This is an optimization exercise on Yosys and OpenROAD, whose aim is small area, not a production implementation.
Function was checked by simulation only, so behaviour that the tests miss may differ from the original.

[flow/design.v]
module AudioADC(
input AUD_BCLK,
input rst,
input AUD_ADCLRCK,
input AUD_ADCDAT,
output reg [15:0] dataL,
output reg [15:0] dataR
);
localparam START = 2'd0, WAIT = 2'd1, BITS = 2'd2, DONE = 2'd3;
reg [1:0] s;
reg [4:0] count;
reg [31:0] shift;
reg doneD;
always @(posedge AUD_BCLK or negedge rst)
begin
	if (rst == 0)
		begin
			s <= START;
			count <= 5'd31;
		end
	else
		case (s)
			START: s <= WAIT;
			WAIT:  if (AUD_ADCLRCK) s <= BITS;
			BITS:
				begin
					count <= count - 5'd1;  
					if (count == 5'd0) s <= DONE;
				end
			DONE:  s <= WAIT;
		endcase
end
always @(posedge AUD_BCLK)
begin
	shift <= {shift[30:0], AUD_ADCDAT};
	doneD <= (s == DONE);
	if (s == DONE)
		dataL <= shift[31:16];
	if (doneD)
		dataR <= shift[16:1];
end
endmodule
module AudioDAC(
input AUD_BCLK,
input rst,
input AUD_DACLRCK,
input [15:0] half,
input inv,
output load,
output reg loadLo,
output AUD_DACDAT
);
localparam START = 2'd0, WAIT = 2'd1, BITS = 2'd2, DONE = 2'd3;
reg [1:0] s;
reg [4:0] count;
reg [31:0] sr;
reg msb;
reg invert;
assign load = (s == WAIT) & AUD_DACLRCK;
always @(posedge AUD_BCLK or negedge rst)
begin
	if (rst == 0)
		begin
			s <= START;
			count <= 5'd31;
		end
	else
		case (s)
			START: s <= WAIT;
			WAIT:  if (AUD_DACLRCK) s <= BITS;
			BITS:
				begin
					count <= count - 5'd1;  
					if (count == 5'd0) s <= DONE;
				end
			DONE:  s <= WAIT;
		endcase
end
always @(posedge AUD_BCLK)
begin
	loadLo <= load;
	if (load)
		begin
			msb <= half[15];
			invert <= inv;
		end
	if (load)
		sr <= {half, sr[14:0], sr[31]};
	else if (loadLo)
		sr <= {sr[30:16], half, sr[31]};
	else
		sr <= {sr[30:0], sr[31]};
end
assign AUD_DACDAT = ((s == BITS) ? sr[31] : msb) ^ invert;
endmodule
module FxCore(
input [143:0] xl,
input [143:0] xr,
input [15:0] dflt,
input chR,
input lpf,
input hpf,
input comb,
input mavg,
output [15:0] y
);
wire ncomb = ~comb;
wire useO = lpf | mavg;           
wire useE = hpf | mavg;           
wire [143:0] x = chR ? xr : xl;
wire [15:0] u0 = {~x[15], x[14:0]};
wire [15:0] u1 = {~x[31], x[30:16]};
wire [15:0] u2 = {~x[47], x[46:32]};
wire [15:0] u3 = {~x[63], x[62:48]};
wire [15:0] u4 = {~x[79], x[78:64]};
wire [15:0] u5 = {~x[95], x[94:80]};
wire [15:0] u6 = {~x[111], x[110:96]};
wire [15:0] u7 = {~x[127], x[126:112]};
wire [15:0] u8 = {~x[143], x[142:128]};
wire [15:0] ud = {~dflt[15], dflt[14:0]};
wire hs1;
wire hc2;
wire fs3;
wire fc4;
wire fs5;
wire fc6;
wire fs7;
wire fc8;
wire fs9;
wire fc10;
wire fs11;
wire fc12;
wire fs13;
wire fc14;
wire fs15;
wire fc16;
wire fs17;
wire fc18;
wire fs19;
wire fc20;
wire fs21;
wire fc22;
wire fs23;
wire fc24;
wire fs25;
wire fc26;
wire fs27;
wire fc28;
wire fs29;
wire fc30;
wire fs31;
wire fc32;
wire hs33;
wire hc34;
wire fs35;
wire fc36;
wire fs37;
wire fc38;
wire fs39;
wire fc40;
wire fs41;
wire fc42;
wire fs43;
wire fc44;
wire fs45;
wire fc46;
wire fs47;
wire fc48;
wire fs49;
wire fc50;
wire fs51;
wire fc52;
wire fs53;
wire fc54;
wire fs55;
wire fc56;
wire fs57;
wire fc58;
wire fs59;
wire fc60;
wire fs61;
wire fc62;
wire fs63;
wire fc64;
wire hs65;
wire hc66;
wire fs67;
wire fc68;
wire fs69;
wire fc70;
wire fs71;
wire fc72;
wire fs73;
wire fc74;
wire fs75;
wire fc76;
wire fs77;
wire fc78;
wire fs79;
wire fc80;
wire fs81;
wire fc82;
wire fs83;
wire fc84;
wire fs85;
wire fc86;
wire fs87;
wire fc88;
wire fs89;
wire fc90;
wire fs91;
wire fc92;
wire fs93;
wire fc94;
wire fs95;
wire fc96;
wire hs97;
wire hc98;
wire fs99;
wire fc100;
wire fs101;
wire fc102;
wire fs103;
wire fc104;
wire fs105;
wire fc106;
wire fs107;
wire fc108;
wire fs109;
wire fc110;
wire fs111;
wire fc112;
wire fs113;
wire fc114;
wire fs115;
wire fc116;
wire fs117;
wire fc118;
wire fs119;
wire fc120;
wire fs121;
wire fc122;
wire fs123;
wire fc124;
wire fs125;
wire fc126;
wire fs127;
wire fc128;
wire [17:0] oa;
wire [17:0] ob;
wire [17:0] ea;
wire [17:0] eb;
wire fs129;
wire fc130;
wire fs131;
wire fc132;
wire fs133;
wire fc134;
wire fs135;
wire fc136;
wire fs137;
wire fc138;
wire fs139;
wire fc140;
wire fs141;
wire fc142;
wire fs143;
wire fc144;
wire fs145;
wire fc146;
wire fs147;
wire fc148;
wire fs149;
wire fc150;
wire fs151;
wire fc152;
wire fs153;
wire fc154;
wire fs155;
wire fc156;
wire fs157;
wire fc158;
wire fs159;
wire fc160;
wire hs161;
wire hc162;
wire fs163;
wire fc164;
wire hs165;
wire hc166;
wire fs167;
wire fc168;
wire hs169;
wire hc170;
wire hs171;
wire hc172;
wire fs173;
wire fc174;
wire fs175;
wire fc176;
wire fs177;
wire fc178;
wire fs179;
wire fc180;
wire fs181;
wire fc182;
wire fs183;
wire fc184;
wire fs185;
wire fc186;
wire fs187;
wire fc188;
wire fs189;
wire fc190;
wire fs191;
wire fc192;
wire fs193;
wire fc194;
wire fs195;
wire fc196;
wire fs197;
wire fc198;
wire fs199;
wire fc200;
wire fs201;
wire fc202;
wire fs203;
wire fc204;
wire fs205;
wire fc206;
wire hs207;
wire hc208;
wire fs209;
wire fc210;
wire fs211;
wire fc212;
wire fs213;
wire fc214;
wire fs215;
wire fc216;
wire fs217;
wire fc218;
wire fs219;
wire fc220;
wire fs221;
wire fc222;
wire fs223;
wire fc224;
wire fs225;
wire fc226;
wire fs227;
wire fc228;
wire fs229;
wire fc230;
wire fs231;
wire fc232;
wire fs233;
wire fc234;
wire fs235;
wire fc236;
wire fs237;
wire fc238;
wire fs239;
wire fc240;
wire fs241;
wire fc242;
wire fs243;
wire fc244;
wire [19:0] sa;
wire [19:0] sb;
wire [17:0] qa = {18{useO}} & oa;
wire [17:0] qb = {18{useO}} & ob;
wire [17:0] ra = {{2{useE}} & ea[17:16], ({16{useE}} & ea[15:0]) | ({16{comb}} & ~u8)};
wire [17:0] rb = {18{useE}} & eb;
wire [15:0] p = ((lpf | hpf | mavg) ? u4 : comb ? u0 : ud) ^ {16{hpf}};
assign hs1 = u1[0] ^ u3[0];
assign hc2 = u1[0] & u3[0];
assign fs3 = u1[1] ^ u3[1] ^ u5[1];
assign fc4 = (u1[1] & u3[1]) | (u5[1] & (u1[1] ^ u3[1]));
assign fs5 = u1[2] ^ u3[2] ^ u5[2];
assign fc6 = (u1[2] & u3[2]) | (u5[2] & (u1[2] ^ u3[2]));
assign fs7 = u1[3] ^ u3[3] ^ u5[3];
assign fc8 = (u1[3] & u3[3]) | (u5[3] & (u1[3] ^ u3[3]));
assign fs9 = u1[4] ^ u3[4] ^ u5[4];
assign fc10 = (u1[4] & u3[4]) | (u5[4] & (u1[4] ^ u3[4]));
assign fs11 = u1[5] ^ u3[5] ^ u5[5];
assign fc12 = (u1[5] & u3[5]) | (u5[5] & (u1[5] ^ u3[5]));
assign fs13 = u1[6] ^ u3[6] ^ u5[6];
assign fc14 = (u1[6] & u3[6]) | (u5[6] & (u1[6] ^ u3[6]));
assign fs15 = u1[7] ^ u3[7] ^ u5[7];
assign fc16 = (u1[7] & u3[7]) | (u5[7] & (u1[7] ^ u3[7]));
assign fs17 = u1[8] ^ u3[8] ^ u5[8];
assign fc18 = (u1[8] & u3[8]) | (u5[8] & (u1[8] ^ u3[8]));
assign fs19 = u1[9] ^ u3[9] ^ u5[9];
assign fc20 = (u1[9] & u3[9]) | (u5[9] & (u1[9] ^ u3[9]));
assign fs21 = u1[10] ^ u3[10] ^ u5[10];
assign fc22 = (u1[10] & u3[10]) | (u5[10] & (u1[10] ^ u3[10]));
assign fs23 = u1[11] ^ u3[11] ^ u5[11];
assign fc24 = (u1[11] & u3[11]) | (u5[11] & (u1[11] ^ u3[11]));
assign fs25 = u1[12] ^ u3[12] ^ u5[12];
assign fc26 = (u1[12] & u3[12]) | (u5[12] & (u1[12] ^ u3[12]));
assign fs27 = u1[13] ^ u3[13] ^ u5[13];
assign fc28 = (u1[13] & u3[13]) | (u5[13] & (u1[13] ^ u3[13]));
assign fs29 = u1[14] ^ u3[14] ^ u5[14];
assign fc30 = (u1[14] & u3[14]) | (u5[14] & (u1[14] ^ u3[14]));
assign fs31 = u1[15] ^ u3[15] ^ u5[15];
assign fc32 = (u1[15] & u3[15]) | (u5[15] & (u1[15] ^ u3[15]));
assign hs33 = hs1 ^ u5[0];
assign hc34 = hs1 & u5[0];
assign fs35 = fs3 ^ u7[1] ^ hc2;
assign fc36 = (fs3 & u7[1]) | (hc2 & (fs3 ^ u7[1]));
assign fs37 = fs5 ^ u7[2] ^ fc4;
assign fc38 = (fs5 & u7[2]) | (fc4 & (fs5 ^ u7[2]));
assign fs39 = fs7 ^ u7[3] ^ fc6;
assign fc40 = (fs7 & u7[3]) | (fc6 & (fs7 ^ u7[3]));
assign fs41 = fs9 ^ u7[4] ^ fc8;
assign fc42 = (fs9 & u7[4]) | (fc8 & (fs9 ^ u7[4]));
assign fs43 = fs11 ^ u7[5] ^ fc10;
assign fc44 = (fs11 & u7[5]) | (fc10 & (fs11 ^ u7[5]));
assign fs45 = fs13 ^ u7[6] ^ fc12;
assign fc46 = (fs13 & u7[6]) | (fc12 & (fs13 ^ u7[6]));
assign fs47 = fs15 ^ u7[7] ^ fc14;
assign fc48 = (fs15 & u7[7]) | (fc14 & (fs15 ^ u7[7]));
assign fs49 = fs17 ^ u7[8] ^ fc16;
assign fc50 = (fs17 & u7[8]) | (fc16 & (fs17 ^ u7[8]));
assign fs51 = fs19 ^ u7[9] ^ fc18;
assign fc52 = (fs19 & u7[9]) | (fc18 & (fs19 ^ u7[9]));
assign fs53 = fs21 ^ u7[10] ^ fc20;
assign fc54 = (fs21 & u7[10]) | (fc20 & (fs21 ^ u7[10]));
assign fs55 = fs23 ^ u7[11] ^ fc22;
assign fc56 = (fs23 & u7[11]) | (fc22 & (fs23 ^ u7[11]));
assign fs57 = fs25 ^ u7[12] ^ fc24;
assign fc58 = (fs25 & u7[12]) | (fc24 & (fs25 ^ u7[12]));
assign fs59 = fs27 ^ u7[13] ^ fc26;
assign fc60 = (fs27 & u7[13]) | (fc26 & (fs27 ^ u7[13]));
assign fs61 = fs29 ^ u7[14] ^ fc28;
assign fc62 = (fs29 & u7[14]) | (fc28 & (fs29 ^ u7[14]));
assign fs63 = fs31 ^ u7[15] ^ fc30;
assign fc64 = (fs31 & u7[15]) | (fc30 & (fs31 ^ u7[15]));
assign hs65 = u0[0] ^ u2[0];
assign hc66 = u0[0] & u2[0];
assign fs67 = u0[1] ^ u2[1] ^ u6[1];
assign fc68 = (u0[1] & u2[1]) | (u6[1] & (u0[1] ^ u2[1]));
assign fs69 = u0[2] ^ u2[2] ^ u6[2];
assign fc70 = (u0[2] & u2[2]) | (u6[2] & (u0[2] ^ u2[2]));
assign fs71 = u0[3] ^ u2[3] ^ u6[3];
assign fc72 = (u0[3] & u2[3]) | (u6[3] & (u0[3] ^ u2[3]));
assign fs73 = u0[4] ^ u2[4] ^ u6[4];
assign fc74 = (u0[4] & u2[4]) | (u6[4] & (u0[4] ^ u2[4]));
assign fs75 = u0[5] ^ u2[5] ^ u6[5];
assign fc76 = (u0[5] & u2[5]) | (u6[5] & (u0[5] ^ u2[5]));
assign fs77 = u0[6] ^ u2[6] ^ u6[6];
assign fc78 = (u0[6] & u2[6]) | (u6[6] & (u0[6] ^ u2[6]));
assign fs79 = u0[7] ^ u2[7] ^ u6[7];
assign fc80 = (u0[7] & u2[7]) | (u6[7] & (u0[7] ^ u2[7]));
assign fs81 = u0[8] ^ u2[8] ^ u6[8];
assign fc82 = (u0[8] & u2[8]) | (u6[8] & (u0[8] ^ u2[8]));
assign fs83 = u0[9] ^ u2[9] ^ u6[9];
assign fc84 = (u0[9] & u2[9]) | (u6[9] & (u0[9] ^ u2[9]));
assign fs85 = u0[10] ^ u2[10] ^ u6[10];
assign fc86 = (u0[10] & u2[10]) | (u6[10] & (u0[10] ^ u2[10]));
assign fs87 = u0[11] ^ u2[11] ^ u6[11];
assign fc88 = (u0[11] & u2[11]) | (u6[11] & (u0[11] ^ u2[11]));
assign fs89 = u0[12] ^ u2[12] ^ u6[12];
assign fc90 = (u0[12] & u2[12]) | (u6[12] & (u0[12] ^ u2[12]));
assign fs91 = u0[13] ^ u2[13] ^ u6[13];
assign fc92 = (u0[13] & u2[13]) | (u6[13] & (u0[13] ^ u2[13]));
assign fs93 = u0[14] ^ u2[14] ^ u6[14];
assign fc94 = (u0[14] & u2[14]) | (u6[14] & (u0[14] ^ u2[14]));
assign fs95 = u0[15] ^ u2[15] ^ u6[15];
assign fc96 = (u0[15] & u2[15]) | (u6[15] & (u0[15] ^ u2[15]));
assign hs97 = hs65 ^ u6[0];
assign hc98 = hs65 & u6[0];
assign fs99 = fs67 ^ u8[1] ^ hc66;
assign fc100 = (fs67 & u8[1]) | (hc66 & (fs67 ^ u8[1]));
assign fs101 = fs69 ^ u8[2] ^ fc68;
assign fc102 = (fs69 & u8[2]) | (fc68 & (fs69 ^ u8[2]));
assign fs103 = fs71 ^ u8[3] ^ fc70;
assign fc104 = (fs71 & u8[3]) | (fc70 & (fs71 ^ u8[3]));
assign fs105 = fs73 ^ u8[4] ^ fc72;
assign fc106 = (fs73 & u8[4]) | (fc72 & (fs73 ^ u8[4]));
assign fs107 = fs75 ^ u8[5] ^ fc74;
assign fc108 = (fs75 & u8[5]) | (fc74 & (fs75 ^ u8[5]));
assign fs109 = fs77 ^ u8[6] ^ fc76;
assign fc110 = (fs77 & u8[6]) | (fc76 & (fs77 ^ u8[6]));
assign fs111 = fs79 ^ u8[7] ^ fc78;
assign fc112 = (fs79 & u8[7]) | (fc78 & (fs79 ^ u8[7]));
assign fs113 = fs81 ^ u8[8] ^ fc80;
assign fc114 = (fs81 & u8[8]) | (fc80 & (fs81 ^ u8[8]));
assign fs115 = fs83 ^ u8[9] ^ fc82;
assign fc116 = (fs83 & u8[9]) | (fc82 & (fs83 ^ u8[9]));
assign fs117 = fs85 ^ u8[10] ^ fc84;
assign fc118 = (fs85 & u8[10]) | (fc84 & (fs85 ^ u8[10]));
assign fs119 = fs87 ^ u8[11] ^ fc86;
assign fc120 = (fs87 & u8[11]) | (fc86 & (fs87 ^ u8[11]));
assign fs121 = fs89 ^ u8[12] ^ fc88;
assign fc122 = (fs89 & u8[12]) | (fc88 & (fs89 ^ u8[12]));
assign fs123 = fs91 ^ u8[13] ^ fc90;
assign fc124 = (fs91 & u8[13]) | (fc90 & (fs91 ^ u8[13]));
assign fs125 = fs93 ^ u8[14] ^ fc92;
assign fc126 = (fs93 & u8[14]) | (fc92 & (fs93 ^ u8[14]));
assign fs127 = fs95 ^ u8[15] ^ fc94;
assign fc128 = (fs95 & u8[15]) | (fc94 & (fs95 ^ u8[15]));
assign oa = {1'b0, fc32, fs63, fs61, fs59, fs57, fs55, fs53, fs51, fs49, fs47, fs45, fs43, fs41, fs39, fs37, fs35, hs33};
assign ob = {1'b0, fc64, fc62, fc60, fc58, fc56, fc54, fc52, fc50, fc48, fc46, fc44, fc42, fc40, fc38, fc36, hc34, u7[0]};
assign ea = {1'b0, fc96, fs127, fs125, fs123, fs121, fs119, fs117, fs115, fs113, fs111, fs109, fs107, fs105, fs103, fs101, fs99, hs97};
assign eb = {1'b0, fc128, fc126, fc124, fc122, fc120, fc118, fc116, fc114, fc112, fc110, fc108, fc106, fc104, fc102, fc100, hc98, u8[0]};
assign fs129 = p[0] ^ qa[0] ^ qb[0];
assign fc130 = (p[0] & qa[0]) | (qb[0] & (p[0] ^ qa[0]));
assign fs131 = p[1] ^ qa[1] ^ qb[1];
assign fc132 = (p[1] & qa[1]) | (qb[1] & (p[1] ^ qa[1]));
assign fs133 = p[2] ^ qa[2] ^ qb[2];
assign fc134 = (p[2] & qa[2]) | (qb[2] & (p[2] ^ qa[2]));
assign fs135 = p[3] ^ qa[3] ^ qb[3];
assign fc136 = (p[3] & qa[3]) | (qb[3] & (p[3] ^ qa[3]));
assign fs137 = p[4] ^ qa[4] ^ qb[4];
assign fc138 = (p[4] & qa[4]) | (qb[4] & (p[4] ^ qa[4]));
assign fs139 = p[5] ^ qa[5] ^ qb[5];
assign fc140 = (p[5] & qa[5]) | (qb[5] & (p[5] ^ qa[5]));
assign fs141 = p[6] ^ qa[6] ^ qb[6];
assign fc142 = (p[6] & qa[6]) | (qb[6] & (p[6] ^ qa[6]));
assign fs143 = p[7] ^ qa[7] ^ qb[7];
assign fc144 = (p[7] & qa[7]) | (qb[7] & (p[7] ^ qa[7]));
assign fs145 = p[8] ^ qa[8] ^ qb[8];
assign fc146 = (p[8] & qa[8]) | (qb[8] & (p[8] ^ qa[8]));
assign fs147 = p[9] ^ qa[9] ^ qb[9];
assign fc148 = (p[9] & qa[9]) | (qb[9] & (p[9] ^ qa[9]));
assign fs149 = p[10] ^ qa[10] ^ qb[10];
assign fc150 = (p[10] & qa[10]) | (qb[10] & (p[10] ^ qa[10]));
assign fs151 = p[11] ^ qa[11] ^ qb[11];
assign fc152 = (p[11] & qa[11]) | (qb[11] & (p[11] ^ qa[11]));
assign fs153 = p[12] ^ qa[12] ^ qb[12];
assign fc154 = (p[12] & qa[12]) | (qb[12] & (p[12] ^ qa[12]));
assign fs155 = p[13] ^ qa[13] ^ qb[13];
assign fc156 = (p[13] & qa[13]) | (qb[13] & (p[13] ^ qa[13]));
assign fs157 = p[14] ^ qa[14] ^ qb[14];
assign fc158 = (p[14] & qa[14]) | (qb[14] & (p[14] ^ qa[14]));
assign fs159 = p[15] ^ qa[15] ^ qb[15];
assign fc160 = (p[15] & qa[15]) | (qb[15] & (p[15] ^ qa[15]));
assign hs161 = ra[15] ^ rb[15];
assign hc162 = ra[15] & rb[15];
assign fs163 = qa[16] ^ qb[16] ^ ra[16];
assign fc164 = (qa[16] & qb[16]) | (ra[16] & (qa[16] ^ qb[16]));
assign hs165 = rb[16] ^ 1'b1;
assign hc166 = rb[16] & 1'b1;
assign fs167 = qa[17] ^ qb[17] ^ ra[17];
assign fc168 = (qa[17] & qb[17]) | (ra[17] & (qa[17] ^ qb[17]));
assign hs169 = rb[17] ^ 1'b1;
assign hc170 = rb[17] & 1'b1;
assign hs171 = fs129 ^ ra[0];
assign hc172 = fs129 & ra[0];
assign fs173 = fs131 ^ ra[1] ^ rb[1];
assign fc174 = (fs131 & ra[1]) | (rb[1] & (fs131 ^ ra[1]));
assign fs175 = fs133 ^ ra[2] ^ rb[2];
assign fc176 = (fs133 & ra[2]) | (rb[2] & (fs133 ^ ra[2]));
assign fs177 = fs135 ^ ra[3] ^ rb[3];
assign fc178 = (fs135 & ra[3]) | (rb[3] & (fs135 ^ ra[3]));
assign fs179 = fs137 ^ ra[4] ^ rb[4];
assign fc180 = (fs137 & ra[4]) | (rb[4] & (fs137 ^ ra[4]));
assign fs181 = fs139 ^ ra[5] ^ rb[5];
assign fc182 = (fs139 & ra[5]) | (rb[5] & (fs139 ^ ra[5]));
assign fs183 = fs141 ^ ra[6] ^ rb[6];
assign fc184 = (fs141 & ra[6]) | (rb[6] & (fs141 ^ ra[6]));
assign fs185 = fs143 ^ ra[7] ^ rb[7];
assign fc186 = (fs143 & ra[7]) | (rb[7] & (fs143 ^ ra[7]));
assign fs187 = fs145 ^ ra[8] ^ rb[8];
assign fc188 = (fs145 & ra[8]) | (rb[8] & (fs145 ^ ra[8]));
assign fs189 = fs147 ^ ra[9] ^ rb[9];
assign fc190 = (fs147 & ra[9]) | (rb[9] & (fs147 ^ ra[9]));
assign fs191 = fs149 ^ ra[10] ^ rb[10];
assign fc192 = (fs149 & ra[10]) | (rb[10] & (fs149 ^ ra[10]));
assign fs193 = fs151 ^ ra[11] ^ rb[11];
assign fc194 = (fs151 & ra[11]) | (rb[11] & (fs151 ^ ra[11]));
assign fs195 = fs153 ^ ra[12] ^ rb[12];
assign fc196 = (fs153 & ra[12]) | (rb[12] & (fs153 ^ ra[12]));
assign fs197 = fs155 ^ ra[13] ^ rb[13];
assign fc198 = (fs155 & ra[13]) | (rb[13] & (fs155 ^ ra[13]));
assign fs199 = fs157 ^ ra[14] ^ rb[14];
assign fc200 = (fs157 & ra[14]) | (rb[14] & (fs157 ^ ra[14]));
assign fs201 = fs159 ^ hs161 ^ ncomb;
assign fc202 = (fs159 & hs161) | (ncomb & (fs159 ^ hs161));
assign fs203 = fs163 ^ hs165 ^ fc160;
assign fc204 = (fs163 & hs165) | (fc160 & (fs163 ^ hs165));
assign fs205 = fs167 ^ hs169 ^ fc164;
assign fc206 = (fs167 & hs169) | (fc164 & (fs167 ^ hs169));
assign hs207 = hs171 ^ rb[0];
assign hc208 = hs171 & rb[0];
assign fs209 = fs173 ^ fc130 ^ hc172;
assign fc210 = (fs173 & fc130) | (hc172 & (fs173 ^ fc130));
assign fs211 = fs175 ^ fc132 ^ fc174;
assign fc212 = (fs175 & fc132) | (fc174 & (fs175 ^ fc132));
assign fs213 = fs177 ^ fc134 ^ fc176;
assign fc214 = (fs177 & fc134) | (fc176 & (fs177 ^ fc134));
assign fs215 = fs179 ^ fc136 ^ fc178;
assign fc216 = (fs179 & fc136) | (fc178 & (fs179 ^ fc136));
assign fs217 = fs181 ^ fc138 ^ fc180;
assign fc218 = (fs181 & fc138) | (fc180 & (fs181 ^ fc138));
assign fs219 = fs183 ^ fc140 ^ fc182;
assign fc220 = (fs183 & fc140) | (fc182 & (fs183 ^ fc140));
assign fs221 = fs185 ^ fc142 ^ fc184;
assign fc222 = (fs185 & fc142) | (fc184 & (fs185 ^ fc142));
assign fs223 = fs187 ^ fc144 ^ fc186;
assign fc224 = (fs187 & fc144) | (fc186 & (fs187 ^ fc144));
assign fs225 = fs189 ^ fc146 ^ fc188;
assign fc226 = (fs189 & fc146) | (fc188 & (fs189 ^ fc146));
assign fs227 = fs191 ^ fc148 ^ fc190;
assign fc228 = (fs191 & fc148) | (fc190 & (fs191 ^ fc148));
assign fs229 = fs193 ^ fc150 ^ fc192;
assign fc230 = (fs193 & fc150) | (fc192 & (fs193 ^ fc150));
assign fs231 = fs195 ^ fc152 ^ fc194;
assign fc232 = (fs195 & fc152) | (fc194 & (fs195 ^ fc152));
assign fs233 = fs197 ^ fc154 ^ fc196;
assign fc234 = (fs197 & fc154) | (fc196 & (fs197 ^ fc154));
assign fs235 = fs199 ^ fc156 ^ fc198;
assign fc236 = (fs199 & fc156) | (fc198 & (fs199 ^ fc156));
assign fs237 = fs201 ^ fc158 ^ fc200;
assign fc238 = (fs201 & fc158) | (fc200 & (fs201 ^ fc158));
assign fs239 = fs203 ^ hc162 ^ fc202;
assign fc240 = (fs203 & hc162) | (fc202 & (fs203 ^ hc162));
assign fs241 = fs205 ^ hc166 ^ fc204;
assign fc242 = (fs205 & hc166) | (fc204 & (fs205 ^ hc166));
assign fs243 = fc168 ^ hc170 ^ fc206;
assign fc244 = (fc168 & hc170) | (fc206 & (fc168 ^ hc170));
assign sa = {1'b1, fs243, fs241, fs239, fs237, fs235, fs233, fs231, fs229, fs227, fs225, fs223, fs221, fs219, fs217, fs215, fs213, fs211, fs209, hs207};
assign sb = {fc244, fc242, fc240, fc238, fc236, fc234, fc232, fc230, fc228, fc226, fc224, fc222, fc220, fc218, fc216, fc214, fc212, fc210, hc208, comb};
wire [20:0] cc;    
wire [19:0] s0;    
wire [19:0] s;
assign cc[0] = 1'b0;
assign cc[7] = 1'b0;
assign cc[13] = 1'b0;
genvar gi;
generate for (gi = 0; gi < 20; gi = gi + 1) begin : rca
	assign s0[gi] = sa[gi] ^ sb[gi] ^ cc[gi];
	if (gi != 6 && gi != 12)
		assign cc[gi+1] = (sa[gi] & sb[gi]) | (cc[gi] & (sa[gi] ^ sb[gi]));
end endgenerate
assign s[6:0] = s0[6:0];
wire cin7 = (sa[6] & sb[6]) | (cc[6] & (sa[6] ^ sb[6]));
wire [13:7] ones7;   
assign ones7[7] = 1'b1;
generate for (gi = 7; gi < 13; gi = gi + 1) begin : inc7
	assign ones7[gi+1] = ones7[gi] & s0[gi];
	assign s[gi] = s0[gi] ^ (cin7 & ones7[gi]);
end endgenerate
wire cout13 = (sa[12] & sb[12]) | (cc[12] & (sa[12] ^ sb[12]));
wire cin13 = cout13 | (cin7 & ones7[13]);
wire [20:13] ones13;   
assign ones13[13] = 1'b1;
generate for (gi = 13; gi < 20; gi = gi + 1) begin : inc13
	assign ones13[gi+1] = ones13[gi] & s0[gi];
	assign s[gi] = s0[gi] ^ (cin13 & ones13[gi]);
end endgenerate
wire negfrac = s[19] & (s[2:0] != 3'd0);
wire [16:0] aones;   
wire [15:0] avg;
assign aones[0] = 1'b1;
genvar ai;
generate for (ai = 0; ai < 16; ai = ai + 1) begin : div
	assign aones[ai+1] = aones[ai] & s[ai+3];
	assign avg[ai] = s[ai+3] ^ (negfrac & aones[ai]);
end endgenerate
assign y = mavg ? avg : s[15:0];
endmodule
module AudioEffects(
input AUD_BCLK,
input rst,
input sw1,
input sw2,
input sw3,
input sw4,
input sw5,
input AUD_ADCDAT,
input AUD_ADCLRCK,
input AUD_DACLRCK,
output AUD_DACDAT
);
wire [15:0] adcL, adcR;
wire dacLoad;
wire phase;         
wire dacBit;
AudioADC myADC(
.AUD_BCLK(AUD_BCLK),
.rst(rst),
.AUD_ADCLRCK(AUD_ADCLRCK),
.AUD_ADCDAT(AUD_ADCDAT),
.dataL(adcL),
.dataR(adcR)
);
reg [143:0] lineL;
reg [143:0] lineR;
reg shiftR;
always @(posedge AUD_BCLK)
begin
	shiftR <= AUD_DACLRCK;
	if (AUD_DACLRCK == 1)
		lineL <= {lineL[127:0], adcL};
	if (shiftR == 1)
		lineR <= {lineR[127:0], adcR};
end
reg [3:0] selD;
always @(posedge AUD_BCLK)
	selD <= {sw5, sw4, sw3, sw2};
wire [3:0] sel = phase ? selD : {sw5, sw4, sw3, sw2};
wire [15:0] dflt = phase ? adcR : adcL;
wire lpf  = (sel == 4'b1000);
wire hpf  = (sel == 4'b0100);
wire comb = (sel == 4'b0010);
wire mavg = (sel == 4'b0001);
wire [15:0] half;
FxCore core(.xl(lineL), .xr(lineR), .dflt(dflt), .chR(phase),
	.lpf(lpf), .hpf(hpf), .comb(comb), .mavg(mavg),
	.y(half));
AudioDAC myDAC(
.AUD_BCLK(AUD_BCLK),
.rst(rst),
.AUD_DACLRCK(AUD_DACLRCK),
.half(half),
.inv(hpf),
.load(dacLoad),
.loadLo(phase),
.AUD_DACDAT(dacBit)
);
assign AUD_DACDAT = sw1 & dacBit;
endmodule
[flow/flow/run.sh]
#!/bin/bash
# Own layout flow: the standard flow (standard.sh) with these changes.
#  - Synthesis is synth_recipe.tcl unchanged except that its ABC call (the
#    mapping of the logic between the registers to cells, after the
#    registers are mapped) uses the area-oriented script abc_amap.script.
#  - polopt.py then removes inverters left next to the full adders, by
#    complementing full adders (self-dual) and swapping gates for their
#    complementary cells, and absorb.py folds remaining inverters into the
#    gates they drive (nor2 -> nor2b, ...).  Registers stay as they are.
#    Yosys then proves the edited netlist equivalent to the one synthesis
#    wrote; if it cannot, the flow goes on with synthesis's netlist.
#  - The clock tree is built without dummy loads, from clusters of up to
#    30 sinks.
#  - The ports are buffered with buf_1 cells.
# Logs: standard_synth.log and standard.log (standard.sh), polopt.log,
# absorb.log, equiv.log; each ORFS step's own log is in orfs/logs.
set -euo pipefail
here=$(pwd)
plat=${FLOW_PLATFORM:-sky130hd}
lib=$FLOW_HOME/platforms/$plat/lib/sky130_fd_sc_hd__tt_025C_1v80.lib
{
  echo 'proc abc {args} {'
  echo '  set i [lsearch $args -script]'
  echo "  if {\$i >= 0} { lset args [expr {\$i + 1}] $here/flow/abc_amap.script }"
  echo '  yosys abc {*}$args'
  echo '}'
  cat synth_recipe.tcl
} > flow/area_synth.tcl
grep -q 'SYNTH_SCRIPT=' standard.sh
sed "s#SYNTH_SCRIPT=[^ ]*#SYNTH_SCRIPT=$here/flow/area_synth.tcl#" standard.sh > flow/standard_area.sh
export CTS_ARGS="-sink_clustering_enable -repair_clock_nets -sink_clustering_size 30 -sink_clustering_max_diameter 110 -buf_list sky130_fd_sc_hd__clkbuf_16 -dont_use_dummy_load"
export BUFFER_PORTS_ARGS="-buffer_cell sky130_fd_sc_hd__buf_1"
res=$here/orfs/results/$plat/AudioEffects/base
bash flow/standard_area.sh "$res/1_2_yosys.v" > standard_synth.log 2>&1

cp "$res/1_2_yosys.v" synth_netlist.v
edited=1
python3 flow/polopt.py "$lib" "$res/1_2_yosys.v" > polopt.log 2>&1 || edited=0
if [ $edited = 1 ]; then
  python3 flow/absorb.py "$lib" "$res/1_2_yosys.v" > absorb.log 2>&1 || edited=0
fi
if [ $edited = 1 ]; then
  cat > equiv.ys <<EOF
read_liberty -ignore_miss_func $lib
read_verilog $here/synth_netlist.v
rename $FLOW_TOP gold
read_verilog $res/1_2_yosys.v
rename $FLOW_TOP gate
hierarchy -check
flatten
proc
async2sync
opt_clean
rename -hide gold/w:_*
rename -hide gate/w:_*
equiv_make gold gate equiv
hierarchy -top equiv
equiv_simple -seq 1
equiv_induct
equiv_status -assert
EOF
  yosys -s equiv.ys > equiv.log 2>&1 || edited=0
fi
if [ $edited = 0 ]; then
  echo "netlist edit not used" >> equiv.log
  cp synth_netlist.v "$res/1_2_yosys.v"
fi
bash flow/standard_area.sh > standard.log 2>&1
[flow/flow/abc_amap.script]
strash
dch
amap
topo
[flow/flow/absorb.py]
#!/usr/bin/env python3
"""Absorbs inverters into the gates they drive, on a mapped sky130hd netlist.

For a gate input driven by an inverter, the gate is swapped for a cell that
computes the same function with that input complemented (nor2 -> nor2b,
nor2b -> nor2, nand2 -> nand2b, ...), with its inputs permuted as needed,
and the input is connected to the inverter's input instead.  A swap is made
when it lowers the cell area (counting the inverter, removed once nothing
uses it).  The function is unchanged; registers and all cells other than
the swapped gates and removed inverters keep their type and connections.
usage: absorb.py LIBERTY NETLIST
"""
import re
import sys
from collections import defaultdict
from itertools import permutations, product

libpath, path = sys.argv[1], sys.argv[2]
lib = open(libpath).read()
P = "sky130_fd_sc_hd__"

cells = {}
for m in re.finditer(r'\n\s*cell\s*\(\s*"?(\w+)"?\s*\)\s*\{', lib):
    name = m.group(1)
    start = m.end()
    depth, i = 1, start
    while depth:
        depth += (lib[i] == "{") - (lib[i] == "}")
        i += 1
    body = lib[start:i]
    am = re.search(r"\barea\s*:\s*([\d.]+)", body)
    pins = {}
    for pm in re.finditer(r'\bpin\s*\(\s*"?(\w+)"?\s*\)\s*\{', body):
        j, d = pm.end(), 1
        while d:
            d += (body[j] == "{") - (body[j] == "}")
            j += 1
        pb = body[pm.end():j]
        dm = re.search(r"\bdirection\s*:\s*\"?(\w+)", pb)
        fm = re.search(r'\bfunction\s*:\s*"([^"]*)"', pb)
        pins[pm.group(1)] = (dm.group(1) if dm else "", fm.group(1) if fm else None)
    seq = re.search(r"\b(ff|latch|statetable)\s*\(", body) is not None
    cells[name] = {"area": float(am.group(1)) if am else 0.0, "pins": pins, "seq": seq}


def func(cell):
    c = cells[cell]
    if c["seq"]:
        return None
    ins = sorted(p for p, (d, f) in c["pins"].items() if d == "input")
    outs = [(p, f) for p, (d, f) in c["pins"].items() if d == "output" and f]
    if len(outs) != 1 or not (1 <= len(ins) <= 4):
        return None
    op, f = outs[0]
    expr = f.replace("!", " not ").replace("&", " and ").replace("|", " or ").replace("^", " != ")
    expr = re.sub(r"(\w+)'", r"(not \1)", expr)
    code = compile(expr, cell, "eval")
    return ins, op, code


dont = re.compile(r"(probe|lpflow|clk|dly|buf|inv|conb|tap|fill|decap|diode|ha_|fa_|mux4|einv|ebuf)")
funcs = {}
for c in cells:
    if c.startswith(P) and not dont.search(c):
        f = func(c)
        if f:
            funcs[c] = f


def table(cell, order, neg=None):
    ins, op, code = funcs[cell]
    out = []
    for vals in product([False, True], repeat=len(order)):
        env = dict(zip(order, vals))
        if neg is not None:
            env[neg] = not env[neg]
        out.append(bool(eval(code, {}, env)))
    return tuple(out)


byn = defaultdict(list)
for c, (ins, op, code) in funcs.items():
    byn[(len(ins), c.rsplit("_", 1)[1])].append(c)
best = {}
for g, (ins, op, code) in funcs.items():
    suf = g.rsplit("_", 1)[1]
    for p in ins:
        want = table(g, ins, neg=p)
        cand = None
        for g2 in byn[(len(ins), suf)]:
            ins2, op2, code2 = funcs[g2]
            for perm in permutations(ins2):
                m = dict(zip(ins, perm))
                # g2 evaluated with g2 pin m[q] = value of g's q
                ins_, op_, code_ = funcs[g2]
                tt = []
                for vals in product([False, True], repeat=len(ins)):
                    env = {m[q]: v for q, v in zip(ins, vals)}
                    tt.append(bool(eval(code2, {}, env)))
                if tuple(tt) == want:
                    a = cells[g2]["area"]
                    if cand is None or a < cand[0]:
                        cand = (a, g2, m, op2)
                    break
        if cand:
            best[(P + g if not g.startswith(P) else g, p)] = cand

text = open(path).read()
inst_re = re.compile(r"^([ \t]*)(" + P + r"\w+)\s+(\S+)\s*\((.*?)\);[ \t]*$", re.M | re.S)
pin_re = re.compile(r"\.(\w+)\(([^()]*)\)")
insts = {}
for mm in inst_re.finditer(text):
    pins = {p: n.strip() for p, n in pin_re.findall(mm.group(4))}
    insts[mm.group(3)] = {"type": mm.group(2), "pins": pins, "span": mm.span()}
frozen = set()
tokre = r"\\\S+|[A-Za-z_][\w$]*"
for a in re.finditer(r"^\s*assign\s+(.*?);", text, re.M | re.S):
    frozen.update(re.findall(tokre, a.group(1)))
for d in re.finditer(r"^\s*(input|output|inout)\b(.*?);", text, re.M | re.S):
    frozen.update(re.findall(tokre, d.group(2)))


def is_frozen(n):
    b = n if n.startswith("\\") else n.split("[")[0]
    return n in frozen or b in frozen


def outpins(t):
    return {p for p, (d, f) in cells[t]["pins"].items() if d == "output"}


loads = defaultdict(list)
for name, c in insts.items():
    op = outpins(c["type"])
    for p, n in c["pins"].items():
        if p not in op:
            loads[n].append((name, p))
INV = cells[P + "inv_1"]["area"]
dead = set()
swaps = 0
saved = 0.0
for name in list(insts):
    c = insts[name]
    if not re.search(r"__(inv|clkinv)_\d+$", c["type"]) or name in dead:
        continue
    x, y = c["pins"]["A"], c["pins"]["Y"]
    if is_frozen(y) or is_frozen(x) or x.startswith("1'b"):
        continue
    ls = loads[y]
    plan = []
    for (g, p) in ls:
        gt = insts[g]["type"]
        k = (gt, p)
        if g in dead or k not in best or any(g == h for (h, _) in plan):
            plan.append((g, None))
            continue
        a2, g2, m, op2 = best[k]
        plan.append((g, (a2 - cells[gt]["area"], g2, m, op2, p)))
    allc = all(v is not None for (g, v) in plan)
    gain = sum(v[0] for (g, v) in plan if v is not None) - (cells[c["type"]]["area"] if allc else 0.0)
    chosen = [(g, v) for (g, v) in plan if v is not None and (allc and gain < -1e-9 or v[0] < -1e-9)]
    if not chosen:
        continue
    for (g, v) in chosen:
        d, g2, m, op2, p = v
        gc = insts[g]
        oldop = next(iter(outpins(gc["type"])))
        newpins = {}
        for q, n in gc["pins"].items():
            if q == oldop:
                continue
            newpins[m[q]] = x if q == p else n
        newpins[op2] = gc["pins"][oldop]
        gc["type"], gc["pins"] = g2, newpins
        swaps += 1
        saved -= d
    if len(chosen) == len(ls):
        dead.add(name)
        saved += cells[c["type"]]["area"]
    loads.clear()
    for nm, cc in insts.items():
        if nm in dead:
            continue
        op = outpins(cc["type"])
        for q, n in cc["pins"].items():
            if q not in op:
                loads[n].append((nm, q))


def fmt(v):
    return v + " " if v.startswith("\\") else v


out, pos = [], 0
for s0, e0, name in sorted((c["span"][0], c["span"][1], nm) for nm, c in insts.items()):
    out.append(text[pos:s0])
    c = insts[name]
    if name not in dead:
        ind = re.match(r"[ \t]*", text[s0:e0]).group(0)
        conns = ",\n".join("%s    .%s(%s)" % (ind, q, fmt(v)) for q, v in c["pins"].items())
        out.append("%s%s %s (\n%s\n%s);" % (ind, c["type"], name, conns, ind))
    pos = e0
out.append(text[pos:])
open(path, "w").write("".join(out))
print("absorb: %d gates swapped, %d inverters removed, %.1f um2 saved" % (swaps, len(dead), saved))
[flow/flow/area_synth.tcl]
proc abc {args} {
  set i [lsearch $args -script]
  if {$i >= 0} { lset args [expr {$i + 1}] /design/flow/flow/abc_amap.script }
  yosys abc {*}$args
}
proc synth {args} { yosys synth -nofsm -noshare {*}$args }
source $::env(SCRIPTS_DIR)/synth.tcl
# left out here: clear keep_hierarchy, flatten, clean up, hide names made inside functions, write 1_2_yosys.v
[flow/flow/polopt.py]
#!/usr/bin/env python3
"""Inverter clean-up on a mapped sky130hd netlist written by yosys.

Synthesis leaves inverters next to the full adders it extracted (a full
adder is a black box to the later logic mapping).  This chooses, for every
full adder and for every gate that has a complementary cell with the same
pins (a22o/a22oi, o22a/o22ai, and2/nand2, ...), whether to complement it:
  - a full adder is self-dual, FA(~a,~b,~c) = (~sum,~cout), so it is
    complemented by complementing its inputs and its outputs;
  - a gate is complemented by swapping it for its complementary cell,
    which complements its output.
Every signal then needs at most one inverter, shared by the loads that
want it complemented.  A local search minimises the cell area; the netlist
is rewritten in place.  The function is unchanged, and registers, half
adders, buffers and all other cells keep their type and connections.
usage: polopt.py LIBERTY NETLIST
"""
import random
import re
import sys
from collections import defaultdict
from itertools import product

libpath, path = sys.argv[1], sys.argv[2]
lib = open(libpath).read()
P = "sky130_fd_sc_hd__"

# --- liberty: area, pins and output function of each cell -------------------
cells = {}
for m in re.finditer(r'\n\s*cell\s*\(\s*"?(\w+)"?\s*\)\s*\{', lib):
    name = m.group(1)
    start = m.end()
    depth, i = 1, start
    while depth:
        c = lib[i]
        depth += (c == "{") - (c == "}")
        i += 1
    body = lib[start:i]
    am = re.search(r"\barea\s*:\s*([\d.]+)", body)
    pins = {}
    for pm in re.finditer(r'\bpin\s*\(\s*"?(\w+)"?\s*\)\s*\{', body):
        j, d = pm.end(), 1
        while d:
            d += (body[j] == "{") - (body[j] == "}")
            j += 1
        pb = body[pm.end():j]
        dm = re.search(r"\bdirection\s*:\s*\"?(\w+)", pb)
        fm = re.search(r'\bfunction\s*:\s*"([^"]*)"', pb)
        pins[pm.group(1)] = (dm.group(1) if dm else "", fm.group(1) if fm else None)
    cells[name] = {"area": float(am.group(1)) if am else 0.0, "pins": pins,
                   "ff": "ff" in body[:2000] and re.search(r"\bff\s*\(", body) is not None}


def truth(cell):
    pins = cells[cell]["pins"]
    ins = sorted(p for p, (d, f) in pins.items() if d == "input")
    outs = [(p, f) for p, (d, f) in pins.items() if d == "output" and f]
    if len(outs) != 1:
        return None
    op, f = outs[0]
    expr = f.replace("!", " not ").replace("&", " and ").replace("|", " or ").replace("^", " != ")
    expr = re.sub(r"(\w+)'", r"(not \1)", expr)
    tt = []
    for vals in product([False, True], repeat=len(ins)):
        env = dict(zip(ins, vals))
        try:
            tt.append(bool(eval(expr, {}, env)))
        except Exception:
            return None
    return (tuple(ins), op, tuple(tt))


tts = {}
for c in cells:
    if c.startswith(P) and not cells[c]["ff"]:
        t = truth(c)
        if t:
            tts[c] = t
# complementary partner: same input pins, complemented function, same size
partner = {}
for a, ta in tts.items():
    sa = a.rsplit("_", 1)[1]
    for b, tb in tts.items():
        if b == a or b.rsplit("_", 1)[1] != sa or ta[0] != tb[0]:
            continue
        if all(x != y for x, y in zip(ta[2], tb[2])) and len(ta[0]) >= 2:
            partner[a] = (b, ta[1], tb[1])
dont = re.compile(r"(probe|lpflow|clk|dly|buf|inv|conb|tap|fill|decap|diode|ha_|fa_)")
partner = {a: v for a, v in partner.items() if not dont.search(a) and not dont.search(v[0])}

# --- netlist -------------------------------------------------------------------
text = open(path).read()
inst_re = re.compile(r"^([ \t]*)(" + P + r"\w+)\s+(\S+)\s*\((.*?)\);[ \t]*$", re.M | re.S)
pin_re = re.compile(r"\.(\w+)\(([^()]*)\)")
insts = {}
for mm in inst_re.finditer(text):
    pins = {p: n.strip() for p, n in pin_re.findall(mm.group(4))}
    insts[mm.group(3)] = {"type": mm.group(2), "pins": pins, "span": mm.span()}

frozen = set()
tokre = r"\\\S+|[A-Za-z_][\w$]*"
for a in re.finditer(r"^\s*assign\s+(.*?);", text, re.M | re.S):
    frozen.update(re.findall(tokre, a.group(1)))
for d in re.finditer(r"^\s*(input|output|inout)\b(.*?);", text, re.M | re.S):
    frozen.update(re.findall(tokre, d.group(2)))


def is_frozen(n):
    b = n if n.startswith("\\") else n.split("[")[0]
    return n in frozen or b in frozen or n.startswith("1'b") or n == ""


def outpins(t):
    return {p for p, (d, f) in cells[t]["pins"].items() if d == "output"}


def is_inv(t):
    return re.search(r"__(inv|clkinv)_\d+$", t) is not None


def is_fa(t):
    return re.search(r"__fa_\d+$", t) is not None


driver = {}
loads = defaultdict(list)
for name, c in insts.items():
    op = outpins(c["type"])
    for p, n in c["pins"].items():
        if p in op:
            driver[n] = (name, p)
        else:
            loads[n].append((name, p))

# variables: full adders (kind 'fa') and gates with a partner (kind 'g')
kind = {}
for name, c in insts.items():
    if is_fa(c["type"]):
        kind[name] = "fa"
    elif c["type"] in partner:
        kind[name] = "g"

# signals: a net not driven by an inverter, with its consumers (inst, pin, q):
# q = 1 when the consumer takes it through an inverter.
signals = {}
fixed = set()
for n, (dn, dp) in driver.items():
    if is_inv(insts[dn]["type"]):
        continue
    cons, invs, bad = [], [], is_frozen(n)
    for (li, lp) in loads[n]:
        if is_inv(insts[li]["type"]):
            y = insts[li]["pins"]["Y"]
            invs.append(li)
            if is_frozen(y):
                bad = True
            for (ki, kp) in loads[y]:
                if is_inv(insts[ki]["type"]):
                    bad = True
                cons.append((ki, kp, 1))
        else:
            cons.append((li, lp, 0))
    signals[n] = {"drv": dn, "cons": cons, "invs": invs, "bad": bad}
    if bad:
        fixed.add(dn)
        for (ci, cp, q) in cons:
            fixed.add(ci)
# a variable must see all its pins in known signals
pin_in_sig = set()
for n, s in signals.items():
    for (ci, cp, q) in s["cons"]:
        pin_in_sig.add((ci, cp))
for name in list(kind):
    c = insts[name]
    op = outpins(c["type"])
    ok = name not in fixed
    for p, n in c["pins"].items():
        if p in op:
            ok = ok and n in signals
        elif kind[name] == "fa":
            ok = ok and (name, p) in pin_in_sig
    if not ok:
        del kind[name]
var = list(kind)
pol = {v: 0 for v in var}
touch = defaultdict(set)
for n, s in signals.items():
    if s["drv"] in kind:
        touch[s["drv"]].add(n)
    for (ci, cp, q) in s["cons"]:
        if kind.get(ci) == "fa":
            touch[ci].add(n)
INV = cells[P + "inv_1"]["area"]


def need(s, ci, q):
    # does consumer ci need the complement of what its driver puts out?
    return pol.get(s["drv"], 0) ^ q ^ (pol.get(ci, 0) if kind.get(ci) == "fa" else 0)


def scost(n):
    s = signals[n]
    return INV if any(need(s, ci, q) for (ci, cp, q) in s["cons"]) else 0.0


def vcost(v):
    if kind[v] == "g" and pol[v]:
        return cells[partner[insts[v]["type"]][0]]["area"] - cells[insts[v]["type"]]["area"]
    return 0.0


def delta(v):
    before = sum(scost(n) for n in touch[v]) + vcost(v)
    pol[v] ^= 1
    after = sum(scost(n) for n in touch[v]) + vcost(v)
    pol[v] ^= 1
    return after - before


def total():
    return sum(scost(n) for n in signals if not signals[n]["bad"]) + sum(vcost(v) for v in var)


start = total()
rng = random.Random(7)
best, bestc, cur = dict(pol), start, start
for it in range(300):
    improved = True
    while improved:
        improved = False
        for v in var:
            d = delta(v)
            if d < -1e-9 or (abs(d) < 1e-9 and rng.random() < 0.2):
                pol[v] ^= 1
                cur += d
                improved = improved or d < -1e-9
    if cur < bestc - 1e-9:
        bestc, best = cur, dict(pol)
    pol, cur = dict(best), bestc
    for v in rng.sample(var, max(1, len(var) // 8)):
        cur += delta(v)
        pol[v] ^= 1
pol = best
assert abs(total() - bestc) < 1e-6

# --- rewrite ------------------------------------------------------------------
dead, new_insts, cnt = set(), [], [0]


def fresh(prefix):
    cnt[0] += 1
    return "_polopt_%s%d_" % (prefix, cnt[0])


for v in var:
    if kind[v] == "g" and pol[v]:
        c = insts[v]
        nb, oa, ob = partner[c["type"]]
        c["type"] = nb
        c["pins"][ob] = c["pins"].pop(oa)
for n, s in signals.items():
    if s["bad"]:
        continue
    involved = s["drv"] in kind or any(ci in kind for (ci, cp, q) in s["cons"])
    if not involved:
        continue
    needers = [(ci, cp) for (ci, cp, q) in s["cons"] if need(s, ci, q)]
    invs = list(s["invs"])
    if needers:
        if invs:
            keep = invs.pop(0)
            y = insts[keep]["pins"]["Y"]
        else:
            y = fresh("n")
            new_insts.append((fresh("i"), n, y))
        for (ci, cp) in needers:
            insts[ci]["pins"][cp] = y
    dead.update(invs)
    for (ci, cp, q) in s["cons"]:
        if not need(s, ci, q):
            insts[ci]["pins"][cp] = n


def fmt(v):
    return v + " " if v.startswith("\\") else v


out, pos = [], 0
for s0, e0, name in sorted((c["span"][0], c["span"][1], nm) for nm, c in insts.items()):
    out.append(text[pos:s0])
    c = insts[name]
    if name not in dead:
        ind = re.match(r"[ \t]*", text[s0:e0]).group(0)
        conns = ",\n".join("%s    .%s(%s)" % (ind, p, fmt(v)) for p, v in c["pins"].items())
        out.append("%s%s %s (\n%s\n%s);" % (ind, c["type"], name, conns, ind))
    pos = e0
tail = text[pos:]
extra = "".join("  wire %s;\n" % y for (nm, a, y) in new_insts)
extra += "".join("  %sinv_1 %s (\n    .A(%s),\n    .Y(%s)\n  );\n" % (P, nm, fmt(a), fmt(y)) for (nm, a, y) in new_insts)
k = tail.rindex("endmodule")
open(path, "w").write("".join(out) + tail[:k] + extra + tail[k:])
nfl = sum(pol[v] for v in var if kind[v] == "fa")
ngl = sum(pol[v] for v in var if kind[v] == "g")
print("polopt: %d full adders and %d gates complemented (of %d and %d); %d inverters removed, %d added; "
      "area %.1f -> %.1f of the cost counted" % (nfl, ngl, sum(1 for v in var if kind[v] == "fa"),
      sum(1 for v in var if kind[v] == "g"), len(dead), len(new_insts), start, bestc))
[flow/flow/standard_area.sh]
#!/bin/bash
# The standard flow's own layout of this design, on the ORFS make targets given (by default finish). After
# finish it leaves the final layout's DEF at /design/flow/out/final.def.
set -euo pipefail
make -C /OpenROAD-flow-scripts/flow DESIGN_CONFIG=/design/flow/config.mk WORK_HOME=/design/flow/orfs CLKGATE_MAP_FILE= SYNTH_SCRIPT=/design/flow/flow/area_synth.tcl ABC_AREA=1 CAP_MARGIN=20 CORE_MARGIN=2 CORE_UTILIZATION=40 CTS_BUF_LIST=sky130_fd_sc_hd__clkbuf_16 CTS_CLUSTER_DIAMETER=110 CTS_CLUSTER_SIZE=30 SLEW_MARGIN=20 "${@:-finish}"
if [[ -f /design/flow/orfs/results/sky130hd/AudioEffects/base/6_final.odb ]]; then
  : # left out here: write the final layout as DEF
fi
[flow/standard.sh]
#!/bin/bash
# synth_recipe.tcl (not shown) runs the flow's synth.tcl, then flattens the netlist and writes it again
# the make line also repeats each setting of config.mk as NAME=value (left out here)
make -C /OpenROAD-flow-scripts/flow DESIGN_CONFIG=/design/flow/config.mk WORK_HOME=/design/flow/orfs CLKGATE_MAP_FILE= SYNTH_SCRIPT=/design/flow/synth_recipe.tcl "${@:-finish}"
[flow/config.mk]
export PLATFORM = sky130hd
export DESIGN_NAME = AudioEffects
export DESIGN_NICKNAME = AudioEffects
export VERILOG_FILES = /design/flow/design.v
export SDC_FILE = /design/flow/constraint.sdc
export NUM_CORES = 4
export LEC_CHECK = 0
export ABC_AREA = 1
export CAP_MARGIN = 20
export CORE_MARGIN = 2
export CORE_UTILIZATION = 40
export CTS_BUF_LIST = sky130_fd_sc_hd__clkbuf_16
export CTS_CLUSTER_DIAMETER = 110
export CTS_CLUSTER_SIZE = 30
export SLEW_MARGIN = 20
[flow/constraint.sdc]
create_clock -name core_clock -period 10.0 [get_ports {AUD_BCLK}]
set_input_delay 2.0000 -clock core_clock [delete_from_list [all_inputs] [get_ports {AUD_BCLK}]]
set_output_delay 2.0000 -clock core_clock [all_outputs]
set_load 0.01 [all_outputs]
==> results of run 1 <==
==> worst max path at each step <==
stage	endpoint	cells past startpoint	slack (ns)	start
after floorplan	myDAC.sr[16]	40	0.006	sw4
after global placement	myDAC.sr[16]	33	0.31	sw5
after detailed placement	myDAC.sr[16]	36	0.14	sw5
after CTS	myDAC.sr[16]	36	0.73	sw5
after global routing	myDAC.sr[16]	34	0.18	sw5
final	myDAC.sr[16]	36	0.74	sw5
==> layout by cell type, fill, tap and decap left out, drive strengths merged <==
cell     instances
nand4            2
clkbuf          18
or2              2
dfstp           10
dfxtp           71
inv              8
and2             4
fa             126
nand2b           1
nor2            74
dfrtp            4
ha              22
edfxtp         322
xor2             1
nor2b           12
o31ai            1
buf             30
a31oi            3
o22ai          143
o22a            60
o21ai           36
nand4bb          1
o32ai            6
nor4             1
clkinv          51
a221oi          12
nor3             6
a21o             3
a22o            11
a21oi           31
nand3            7
or3              1
a22oi           10
nand2           42
and3             1
==> layout make-up <==
type / instances / area share [%]
flip-flops and latches: 407 / 60.93
multi-input cells: 619 / 30.31
well taps: 585 / 3.891
clock buffers: 17 / 2.262
inverters: 59 / 1.410
repair buffers: 31 / 1.191
==> state kept, by name (all words and copies together), names as in the netlist <==
signal and flops:
myADC.doneD 1, myADC.dataR 16, shiftR 1, myADC.count 5, myDAC.sr 32, myDAC.count 5
myDAC.loadLo 1, myDAC.msb 1, selD 4, lineL 144, myADC.shift 32, lineR 144
myDAC.s 2, myADC.s 2, myADC.dataL 16, myDAC.invert 1
==> per-layer routing <==
| layer | part of all wire, % | vias to the layer above | wire length [um] |
|---|---|---|---|
| li1 | - | 4276 | - |
| met1 | 48 | 4833 | 16300 |
| met2 | 47 | 140 | 15760 |
| met3 | 3.5 | 31 | 1182 |
| met4 | 1.5 | 0 | 520 |
| met5 | 0 | - | 0 |
==> metrics by stage <==
stage	worst slack [ns]	hold WS (ns)
4_1_cts	0.7260	0.3554
6_report	0.7355	0.3448
3_5_place_dp	0.1423	0.3184
3_3_place_gp	0.3147	0.3151
2_1_floorplan	0.006114	0.3096
5_1_grt	0.1757	0.3609
==> worst max-delay path, delay by kind of cell <==
kind	cells	cell delay [ns]
simple gates	17	2.59
fa+ha+maj	9	3.60
compound gates	6	0.96
buf+inv	4	0.51
==> run notes, run 1 <==
GR Util met1: 23.41%
Placed cell count: 1701
Tightest Pin Transition: 1.013 ns
Area of the multi-input gates: 5702 um2
Worst path max stage delay: 0.68 ns
Cts hold-fix bufs: 0
Reg-to-reg slack, setup: 1.23 ns
Hold wc startpoint: myADC.shift[0]
Core Region: 42890 um2
Hold crit path type: flip-flop to flip-flop
DR WL/cell: 19.65 um
Final std cells w/o fill: 1718
CTS tree: yes
Gpl congestion: 0.7988
Reg2reg end: myDAC.sr[16]
Critical-path top delay cell: nor2_2
IO buf count: 10
Wirelength, routed: 33.76 mm
Synth-to-Final Area Change: 8.872%
First-pass iteration count of the detailed router: 5
# nets final: 1293
Synthesized instance count: 1085
Crit path kind: primary input to flip-flop
Number of global-route vias before repair: 9699
Clock Skew: 0.02285 ns
Total grt overflow: 0
Final instance area: 18810 um2
Drt drc: 0
Crit end category: flip-flop
Global-route wire length before repair: 54.72 mm
Root buffer cell: clkbuf_16
Row Count: 76
Skew-Pair Late Insertion Delay: 0.52 ns
Placed cell area: 18380 um2
RSZ-0062 raised after global routing: no
Die height: 211.8 um
Resized cells post-CTS: 0
Tmin final: 9.265 ns
Number of max-cap violations: 0
Hold path depth: 0
Max-slew violation count: 0
Die area: 44870 um2
Sequential cell area: 11460 um2
Largest net degree at the start of global routing: 139
Clock Path Buffers: 3
Syn_area_per_cell: 15.92 um2
Net Count, Synth: 1243
Vias: 9280
Crit path DAT: 9.66 ns
Initial antenna violation count: 0
Most Crowded Layer GR: met2
IO Pins: 11
Die X: 211.8 um
Critical Path Start Type: primary input
Worst path required time: 10.40 ns
Area of the mapped netlist: 17280 um2
ANT nets after route: 0
CTS buffer count: 17
Reg2reg path depth: 37
Setup Total Neg Slack: 0 ns
Setup violators final: 0
Fmax: 0.1079 GHz
Normalized max-slew margin: 32.48%
FF-to-FF Start: myDAC.loadLo
Tot GR Track Use: 15.56%
Initial DRC Count: 880
Fill count: 3861
M3 GR Usage: 2.003%
Share of cells above drive strength 1: 7.061%
Post-layout util: 43.86%
Drt via density: 5.402
Worst hold endpoint: myADC.shift[1]
ANT cells: 0
Grt met2 use: 24.64%
Clock slew at reported path FFs: 0.11 ns
Initial core utilization: 40.28%
# Post-CTS Setup Buffers: 0
CTS sink cnt: 407
CP dominant cell by count: fa_2
Syn. warnings: 3
Tcrit/Tclk final: 92.65%
Hpwl dp: 22.23 mm
CP max FO: 19
Status: no timing/DRC/antenna violations
H-tree depth: 1
Hold Fails Final Rpt: 0
==> run 2, diff against run 1 <==
removed: flow/flow/area_synth.tcl
removed: flow/flow/standard_area.sh
==> run 2 against run 1 <==
Count of clock-buffer cells in the layout unchanged; sequential share of layout area unchanged; global-route usage unchanged; worst hold slack unchanged; clock skew unchanged; core utilization unchanged; synthesized cell count unchanged; register-to-register slack about the same; highest routed layer unchanged.
==> run notes, run 2 <==
Core Region: 42890 um2
CP dominant cell by count: fa_2
Hpwl dp: 22.23 mm
Crit path kind: primary input to flip-flop
Die area: 44870 um2
Tmin final: 9.265 ns
Initial DRC Count: 880
Crit end category: flip-flop
Synth-to-Final Area Change: 8.872%
CTS sink cnt: 407
Worst path max stage delay: 0.68 ns
Clock slew at reported path FFs: 0.11 ns
Worst setup margin: 0.7355 ns
Wirelength, routed: 33.76 mm
Normalized max-slew margin: 32.48%
RSZ-0062 raised after global routing: no
M3 GR Usage: 2.003%
Critical-path top delay cell: nor2_2
Skew-Pair Late Insertion Delay: 0.52 ns
Status: no timing/DRC/antenna violations
CP max FO: 19
Fmax: 0.1079 GHz
IO buf count: 10
Worst hold endpoint: myADC.shift[1]
Hold wc startpoint: myADC.shift[0]
CTS buffer count: 17
Row Count: 76
Drt via density: 5.402
Drt drc: 0
Hold Fails Final Rpt: 0
Global-route wire length before repair: 54.72 mm
Max-slew violation count: 0
ANT cells: 0
Largest net degree at the start of global routing: 139
Initial antenna violation count: 0
CTS tree: yes
Syn_area_per_cell: 15.92 um2
Initial core utilization: 40.28%
Reg2reg end: myDAC.sr[16]
Area of the mapped netlist: 17280 um2
Crit path DAT: 9.66 ns
Die height: 211.8 um
Reg-to-reg slack, setup: 1.23 ns
Dpl ws: 0.1423 ns
Syn. warnings: 3
Clock Skew: 0.02285 ns
Share of cells above drive strength 1: 7.061%
Placed cell count: 1701
DR WL/cell: 19.65 um
Final std cells w/o fill: 1718
Net Count, Synth: 1243
Gpl congestion: 0.7988
Cts hold-fix bufs: 0
Critical Path Start Type: primary input
Min Hold Slack: 0.3448 ns
Grt met2 use: 24.64%
Most frequent cells in the layout: edfxtp_1, o22ai_1, fa_1, nor2_1, dfxtp_1
Setup violators final: 0
Reg2reg path depth: 37
Hold crit path type: flip-flop to flip-flop
Total grt overflow: 0
Clock Path Buffers: 3
Setup Total Neg Slack: 0 ns
Number of global-route vias before repair: 9699
H-tree depth: 1
Synthesized instance count: 1085
Top flop regs: lineL (144), lineR (144)
Number of max-cap violations: 0
# nets final: 1293
FF-to-FF Start: myDAC.loadLo
Resized cells post-CTS: 0
GR Util met1: 23.41%
Tightest Pin Transition: 1.013 ns
ANT nets after route: 0
Commonest non-fill, non-tap cell in the layout: edfxtp_1
Hold path depth: 0
Tot GR Track Use: 15.56%
# Post-CTS Setup Buffers: 0
Most Crowded Layer GR: met2
Worst path required time: 10.40 ns
Vias: 9280
First-pass iteration count of the detailed router: 5
Die X: 211.8 um
IO Pins: 11
Tcrit/Tclk final: 92.65%
Root buffer cell: clkbuf_16
## run 2: cell counts in the layout (fill, tap and decap cells not counted)
Identical to the previous run, type by type.
## run 2: layer usage
| layer | wire (um) | vias up |
|---|---|---|
| met5 | 0 | - |
| met4 | 520 | 0 |
| met3 | 1182 | 31 |
| met2 | 15760 | 140 |
| met1 | 16300 | 4833 |
| li1 | - | 4276 |
## run 2: stage by stage
step	util (%)	instance area (um2)
floorplan	-	17420
global placement	42.87	18380
detailed placement	42.87	18380
CTS	43.86	18810
global route	43.86	18810
finish	43.86	18810
## run 2: critical path: cells and delay by family
kind / cells / cell delay (ns)
adder cells (fa/ha/maj): 9 / 3.60
AND/OR/NAND/NOR: 17 / 2.59
AO/OA/AOI/OAI: 6 / 0.96
buffers and inverters: 4 / 0.51
## run 2: how the worst max path moves through the flow
stage | from | endpoint | slack, ns | depth (start not counted)
5_1_grt | sw5 | myDAC.sr[16] | 0.18 | 34
3_5_place_dp | sw5 | myDAC.sr[16] | 0.14 | 36
3_3_place_gp | sw5 | myDAC.sr[16] | 0.31 | 33
6_report | sw5 | myDAC.sr[16] | 0.74 | 36
4_1_cts | sw5 | myDAC.sr[16] | 0.73 | 36
2_1_floorplan | sw4 | myDAC.sr[16] | 0.006 | 40
## run 2: layout make-up
class,instances,area [um2]
timing repair buffer,31,224.0
inverter,59,265.3
tap,585,732.0
clock buffer,17,425.4
fill,3861,24080
sequential,407,11460
multi-input combinational,619,5702

## afterwards: timing with drivers on the ports
How much do the figures lean on ideal ports? The routed layouts below were timed once more, with nothing changed but the port constraints.
Step 1 (the two cells are an assumption about what drives the block):
set clk [get_ports {AUD_BCLK}]
set_driving_cell -lib_cell sky130_fd_sc_hd__clkbuf_16 $clk
set_driving_cell -lib_cell sky130_fd_sc_hd__buf_2 [delete_from_list [all_inputs] $clk]
Step 2 also shifts input and output timing later by t, the mid clock arrival at the registers, as if the neighbouring blocks saw the same clock.
Three values: ideal, step 1, step 2; two values: the first two.
run	t (ns)	slack for setup (ns)	worst register clock-pin slew, ns	cell pins on the clock port's net
run 1	0.567	0.735 / 0.767 / 0.200	0.12 / 0.12	1
run 2	0.567	0.735 / 0.767 / 0.200	0.12 / 0.12	1
After both steps every run listed still meets setup and hold.
